This is an optimization exercise on Yosys and OpenROAD, whose aim is small area, not a production implementation.
Function was checked by simulation only, so behaviour that the tests miss may differ from the original.
Power and IR drop assume default switching activity.

==> inputs of build 44 <==
Design crossbar, start of the top module:
module crossbar (
	input clk,
	input reset,
	input master_0_req,				 
	output master_0_ack,
	input master_0_cmd,				 
	output master_0_resp,
	input [31:0] master_0_addr,
	input [31:0] master_0_wdata,
	output [31:0] master_0_rdata,
	input master_1_req,				 
	output master_1_ack,
	input master_1_cmd,				 
	output master_1_resp,
	input [31:0] master_1_addr,
	input [31:0] master_1_wdata,
	output [31:0] master_1_rdata,
	input master_2_req,
	output master_2_ack,
	input master_2_cmd,
	output master_2_resp,
	input [31:0] master_2_addr,
	input [31:0] master_2_wdata,
	output [31:0] master_2_rdata,
	input master_3_req,
	output master_3_ack,
	input master_3_cmd,
	output master_3_resp,
	input [31:0] master_3_addr,
	input [31:0] master_3_wdata,
	output [31:0] master_3_rdata,
	output slave_0_req,
	input slave_0_ack,
	output slave_0_cmd,
	input slave_0_resp,
	input [31:0] slave_0_rdata,
	output [31:0] slave_0_wdata,
	output [31:0] slave_0_addr,
	output slave_1_req,
	input slave_1_ack,
	output slave_1_cmd,
	input slave_1_resp,
	input [31:0] slave_1_rdata,
	output [31:0] slave_1_wdata,
	output [31:0] slave_1_addr,
	output slave_2_req,
	input slave_2_ack,
	output slave_2_cmd,
	input slave_2_resp,
	input [31:0] slave_2_rdata,
	output [31:0] slave_2_wdata,
	output [31:0] slave_2_addr,
	output slave_3_req,
	input slave_3_ack,
	output slave_3_cmd,
	input slave_3_resp,
	input [31:0] slave_3_rdata,
	output [31:0] slave_3_wdata,
	output [31:0] slave_3_addr
	);
clock: 6.0 ns
lec_check: 0
cap_margin: 20
core_area: 5 5 295 295
cts_buf_list: sky130_fd_sc_hd__clkbuf_4
die_area: 0 0 300 300
slew_margin: 20
synth_hierarchical: 1
standard.sh (not shown) runs the stock make flow with config.mk's settings and CLKGATE_MAP_FILE= SYNTH_SCRIPT=/design/flow/synth_recipe.tcl, a recipe that flattens the netlist after the stock synthesis.
==> flow/flow/run.sh <==
#!/bin/bash
# Standard ORFS synthesis, then every combinational cell swapped to its lowest
# drive strength (the repair steps size up what needs it), then the standard
# ORFS layout with the smallest plain buffer on every port, and the pins of each
# data bit (the four masters' and four slaves' copies) placed side by side.
set -euo pipefail
RES=orfs/results/$FLOW_PLATFORM/crossbar/base
bash standard.sh synth > synth.log 2>&1
SYNTH_ODB=$RES/1_synth.odb openroad -no_init -exit flow/shrink.tcl > shrink.log 2>&1
bash standard.sh "BUFFER_PORTS_ARGS=-buffer_cell sky130_fd_sc_hd__buf_1" "PLACE_PINS_ARGS=$(cat flow/pin_groups.txt)" finish > standard.log 2>&1
Other scripts of this flow, unchanged in this note and not shown: flow/flow/pin_groups.txt, flow/flow/shrink.tcl
==> build 27: changes against build 44 <==
--- a/flow/flow/run.sh
+++ b/flow/flow/run.sh
@@ -9,2 +9,2 @@
 SYNTH_ODB=$RES/1_synth.odb openroad -no_init -exit flow/shrink.tcl > shrink.log 2>&1
-bash standard.sh "BUFFER_PORTS_ARGS=-buffer_cell sky130_fd_sc_hd__buf_1" "PLACE_PINS_ARGS=$(cat flow/pin_groups.txt)" finish > standard.log 2>&1
+bash standard.sh "BUFFER_PORTS_ARGS=-buffer_cell sky130_fd_sc_hd__buf_1" "PLACE_PINS_ARGS=$(cat flow/pin_groups.txt)" "CTS_ARGS=-sink_clustering_enable -repair_clock_nets -buf_list sky130_fd_sc_hd__clkbuf_4 -dont_use_dummy_load" finish > standard.log 2>&1
- CORE_AREA: 5 5 295 295 -> 5 5 275 275
- DIE_AREA: 0 0 300 300 -> 0 0 280 280
==> qor summary <==
	build 27	build 44
Max IR drop VDD	0.09161 mV	0.05697 mV
Rel. slew slack	0.2767	0.3103
Starting density of the core	0.05233	0.04546
Transition time of the tightest slew-check pin	1.085 ns	1.034 ns
Result of the run	no timing/DRC/antenna violations	no timing/DRC/antenna violations
Row Count	99	106
Total inserted antenna cells	1	2
Total power density per cell area	105.7 mW/mm²	107.7 mW/mm²
Clock Network Area Fraction	0.002740	0.003587
Average wire per cell in the routed design	12.01 µm	12.37 µm
Maximum cell stage delay along the critical path	0.79 ns	0.40 ns
Non-clock buffer count	822	817
Top sig layer	met5	met4
Sw Ratio	0.5564	0.5649
Final instance area	0.008219 mm²	0.008372 mm²
Met3 Resource Use GR	0.008987	0.008882
Drt first-iter violations	873	1234
Fmax	0.2169 GHz	0.2294 GHz
Met3 wire length	2974 µm	2948 µm
Switching power	0.4835 mW	0.5093 mW
Crit path to	master_3_rdata[5]	master_1_rdata[12]

---

==> raven: inputs <==
Starting RTL as in the previous note.
==> flow/config.mk <==
export PLATFORM = sky130hd
export DESIGN_NAME = crossbar
export DESIGN_NICKNAME = crossbar
export VERILOG_FILES = /design/flow/design.v
export SDC_FILE = /design/flow/constraint.sdc
export NUM_CORES = 4
export LEC_CHECK = 0
export CAP_MARGIN = 20
export CORE_AREA = 5 5 295 295
export CTS_BUF_LIST = sky130_fd_sc_hd__clkbuf_4
export DIE_AREA = 0 0 300 300
export SLEW_MARGIN = 20
export SYNTH_HIERARCHICAL = 1
==> flow/constraint.sdc <==
create_clock -name core_clock -period 6.0 [get_ports {clk}]
set_input_delay 1.2000 -clock core_clock [delete_from_list [all_inputs] [get_ports {clk}]]
set_output_delay 1.2000 -clock core_clock [all_outputs]
set_load 0.01 [all_outputs]
==> flow/flow/run.sh <==
#!/bin/bash
# Standard ORFS synthesis, then every combinational cell swapped to its lowest
# drive strength (the repair steps size up what needs it), then the standard
# ORFS layout with: the smallest plain buffer on every port; the pins of each
# data bit (the four masters' and four slaves' copies) side by side; clkbuf_4
# clock buffers and no dummy clock loads; and repair buffers no larger than
# the ones left out of the don't-use list below.
set -euo pipefail
RES=orfs/results/$FLOW_PLATFORM/crossbar/base
# the platform's don't-use cells, and the larger plain buffers
DONT_USE="sky130_fd_sc_hd__probe_p_8 sky130_fd_sc_hd__probec_p_8 sky130_fd_sc_hd__lpflow_bleeder_1 sky130_fd_sc_hd__lpflow_clkbufkapwr_1 sky130_fd_sc_hd__lpflow_clkbufkapwr_16 sky130_fd_sc_hd__lpflow_clkbufkapwr_2 sky130_fd_sc_hd__lpflow_clkbufkapwr_4 sky130_fd_sc_hd__lpflow_clkbufkapwr_8 sky130_fd_sc_hd__lpflow_clkinvkapwr_1 sky130_fd_sc_hd__lpflow_clkinvkapwr_16 sky130_fd_sc_hd__lpflow_clkinvkapwr_2 sky130_fd_sc_hd__lpflow_clkinvkapwr_4 sky130_fd_sc_hd__lpflow_clkinvkapwr_8 sky130_fd_sc_hd__lpflow_decapkapwr_12 sky130_fd_sc_hd__lpflow_decapkapwr_3 sky130_fd_sc_hd__lpflow_decapkapwr_4 sky130_fd_sc_hd__lpflow_decapkapwr_6 sky130_fd_sc_hd__lpflow_decapkapwr_8 sky130_fd_sc_hd__lpflow_inputiso0n_1 sky130_fd_sc_hd__lpflow_inputiso0p_1 sky130_fd_sc_hd__lpflow_inputiso1n_1 sky130_fd_sc_hd__lpflow_inputiso1p_1 sky130_fd_sc_hd__lpflow_inputisolatch_1 sky130_fd_sc_hd__lpflow_isobufsrc_1 sky130_fd_sc_hd__lpflow_isobufsrc_16 sky130_fd_sc_hd__lpflow_isobufsrc_2 sky130_fd_sc_hd__lpflow_isobufsrc_4 sky130_fd_sc_hd__lpflow_isobufsrc_8 sky130_fd_sc_hd__lpflow_isobufsrckapwr_16 sky130_fd_sc_hd__lpflow_lsbuf_lh_hl_isowell_tap_1 sky130_fd_sc_hd__lpflow_lsbuf_lh_hl_isowell_tap_2 sky130_fd_sc_hd__lpflow_lsbuf_lh_hl_isowell_tap_4 sky130_fd_sc_hd__lpflow_lsbuf_lh_isowell_4 sky130_fd_sc_hd__lpflow_lsbuf_lh_isowell_tap_1 sky130_fd_sc_hd__lpflow_lsbuf_lh_isowell_tap_2 sky130_fd_sc_hd__lpflow_lsbuf_lh_isowell_tap_4 sky130_fd_sc_hd__buf_4 sky130_fd_sc_hd__buf_6 sky130_fd_sc_hd__buf_8 sky130_fd_sc_hd__buf_12 sky130_fd_sc_hd__buf_16 sky130_fd_sc_hd__bufbuf_8 sky130_fd_sc_hd__bufbuf_16"
bash standard.sh synth > synth.log 2>&1
SYNTH_ODB=$RES/1_synth.odb openroad -no_init -exit flow/shrink.tcl > shrink.log 2>&1
bash standard.sh "BUFFER_PORTS_ARGS=-buffer_cell sky130_fd_sc_hd__buf_1" \
  "PLACE_PINS_ARGS=$(cat flow/pin_groups.txt)" \
  "CTS_ARGS=-sink_clustering_enable -repair_clock_nets -buf_list sky130_fd_sc_hd__clkbuf_4 -dont_use_dummy_load" \
  "DONT_USE_CELLS=$DONT_USE" finish > standard.log 2>&1
Other scripts of this flow, unchanged in this note and not shown: flow/flow/pin_groups.txt, flow/flow/shrink.tcl
==> juniper: changes against raven <==
--- a/flow/design.v
+++ b/flow/design.v
@@ -129,19 +129,19 @@
 	cb_nor2b  u_le (.a(lx), .bn(beg), .y(le_d));
 	wire nm1, nmx;
 	wire [3:0] nX, nY, nZ;    
 	cb_inv   u_nm1 (.a(m1), .y(nm1));
 	cb_inv   u_nmx (.a(mx), .y(nmx));
-	cb_nand2b u_x0 (.an(mx), .b(m1), .y(nX[0]));
-	cb_or2    u_x1 (.a(m1), .b(mx), .y(nX[1]));
-	cb_nand2b u_x2 (.an(m1), .b(mx), .y(nX[2]));
-	cb_nand2  u_x3 (.a(m1), .b(mx), .y(nX[3]));
+	cb_nand2  u_x0 (.a(nmx), .b(m1),  .y(nX[0]));
+	cb_nand2  u_x1 (.a(nm1), .b(nmx), .y(nX[1]));
+	cb_nand2  u_x2 (.a(nm1), .b(mx),  .y(nX[2]));
+	cb_nand2  u_x3 (.a(m1),  .b(mx),  .y(nX[3]));
 	assign nY = {nmx, m1, mx, nm1};
-	cb_nor2   u_z0 (.a(m1), .b(mx), .y(nZ[0]));
-	cb_nor2b  u_z1 (.a(m1), .bn(mx), .y(nZ[1]));
-	cb_and2   u_z2 (.a(m1), .b(mx), .y(nZ[2]));
-	cb_nor2b  u_z3 (.a(mx), .bn(m1), .y(nZ[3]));
+	cb_nor2   u_z0 (.a(m1),  .b(mx),  .y(nZ[0]));
+	cb_nor2   u_z1 (.a(m1),  .b(nmx), .y(nZ[1]));
+	cb_nor2   u_z2 (.a(nm1), .b(nmx), .y(nZ[2]));
+	cb_nor2   u_z3 (.a(nm1), .b(mx),  .y(nZ[3]));
 	wire [3:0] h, t;
 	genvar i;
 	generate
 		for (i = 0; i < 4; i = i + 1) begin : gn
 			cb_aoi222 u_h (.a0(r[(i+3)%4]), .b0(nX[i]), .a1(r[(i+2)%4]), .b1(nY[i]),
==> flow/flow/run.sh (replaced) <==
#!/bin/bash
# Standard ORFS synthesis, then every combinational cell swapped to its lowest
# drive strength (the repair steps size up what needs it), then the standard
# ORFS layout with the smallest plain buffer on every port, and the pins of each
# data bit (the four masters' and four slaves' copies) placed side by side.
set -euo pipefail
RES=orfs/results/$FLOW_PLATFORM/crossbar/base
bash standard.sh synth > synth.log 2>&1
SYNTH_ODB=$RES/1_synth.odb openroad -no_init -exit flow/shrink.tcl > shrink.log 2>&1
bash standard.sh "BUFFER_PORTS_ARGS=-buffer_cell sky130_fd_sc_hd__buf_1" "PLACE_PINS_ARGS=$(cat flow/pin_groups.txt)" "CTS_ARGS=-sink_clustering_enable -repair_clock_nets -buf_list sky130_fd_sc_hd__clkbuf_4 -dont_use_dummy_load" finish > standard.log 2>&1
==> amber: changes against raven <==
==> flow/flow/run.sh (replaced) <==
#!/bin/bash
# Standard ORFS synthesis, then every combinational cell swapped to its lowest
# drive strength (the repair steps size up what needs it), then the standard
# ORFS layout with the smallest plain buffer on every port, and the pins of each
# data bit (the four masters' and four slaves' copies) placed side by side.
set -euo pipefail
RES=orfs/results/$FLOW_PLATFORM/crossbar/base
bash standard.sh synth > synth.log 2>&1
SYNTH_ODB=$RES/1_synth.odb openroad -no_init -exit flow/shrink.tcl > shrink.log 2>&1
bash standard.sh "BUFFER_PORTS_ARGS=-buffer_cell sky130_fd_sc_hd__buf_1" "PLACE_PINS_ARGS=$(cat flow/pin_groups.txt)" GPL_KEEP_OVERFLOW=0.22 "CTS_ARGS=-sink_clustering_enable -repair_clock_nets -buf_list sky130_fd_sc_hd__clkbuf_4 -dont_use_dummy_load" finish > standard.log 2>&1
==> run notes <==
amber completed with no timing, DRC or antenna violations. raven ran to the end with no violations. juniper completed without violations.
Count of clock-buffer cells in the layout is the same in raven and juniper.
In die area, amber and juniper do not differ.
The highest clock power belongs to raven, the lowest to amber.
Synthesized cell count is the same in juniper and amber.
The highest sequential power belongs to juniper, the lowest to raven.
Non-clock buffer count, lowest first: juniper, amber, raven.
Register-to-register slack: raven > amber > juniper.
Critical path depth is the same in juniper and raven.
==> figures <==
	raven	amber	juniper
Result of the run	finished clean	finished clean	finished clean
Fraction of final layout cells with drive strength greater than 1	2.748%	2.630%	2.230%
Register share of total power	14.9%	16.0%	18.2%
Top routing layer in use	met5	met4	met4
Pin count of the biggest net entering global routing	38	72	72
Cell-internal power	0.0003850 W	0.0003859 W	0.0003848 W
Fraction of met3 tracks used by global routing	0.7004%	0.5560%	0.5921%
Bufs and invs on worst path	2	4	2
Max transition margin	33.09%	30.78%	29.11%
Effective utilization at floorplan	4.546%	4.546%	4.528%
Data arrival, critical path	3.33 ns	2.93 ns	3.50 ns
Critical Path Stages	6	8	6
Max Clock Skew	0.002816 ns	0.01511 ns	0.007124 ns
Master of the slowest instance on the critical path	nand3_2	buf_4	nand3_2
Vias in the first global route	7695	7734	7590
Multi-input logic portion of the cell area	42.77%	42.75%	42.70%
Power in sequential cells	0.000132 W	0.000141 W	0.000159 W

-- afterwards: timing with drivers on the ports --
No port has a modelled driver above. Below, the same layouts with a new extraction and two added sets of constraints. Step 1, drivers: a clkbuf_16 drives clk and a buf_2 each remaining input, both assumed. Step 2, shift: input delay + t, output delay - t, t = (earliest + latest rising clock arrival at the registers) / 2. This alone moves slack from input paths to output paths. Three values: ideal, step 1, step 2; two values: the first two.
run	t, ns	slack for setup (ns)	worst setup path after step 2	latest minus earliest clock arrival (ns)
build 44	0.317	1.641 / 1.612 / 1.612	input to output	0.011 / 0.012
build 27	0.288	1.390 / 1.363 / 1.363	input to output	0.009 / 0.010
raven	0.296	1.468 / 1.417 / 1.417	input to output	0.003 / 0.002
juniper	0.278	1.296 / 1.273 / 1.273	input to output	0.007 / 0.007
amber	0.274	1.875 / 1.854 / 1.854	input to output	0.015 / 0.015
After both steps setup and hold are still met in every run listed. The setup slack of raven, which loses most, moves by -0.051 ns with the drivers and by -0.051 ns with both steps.
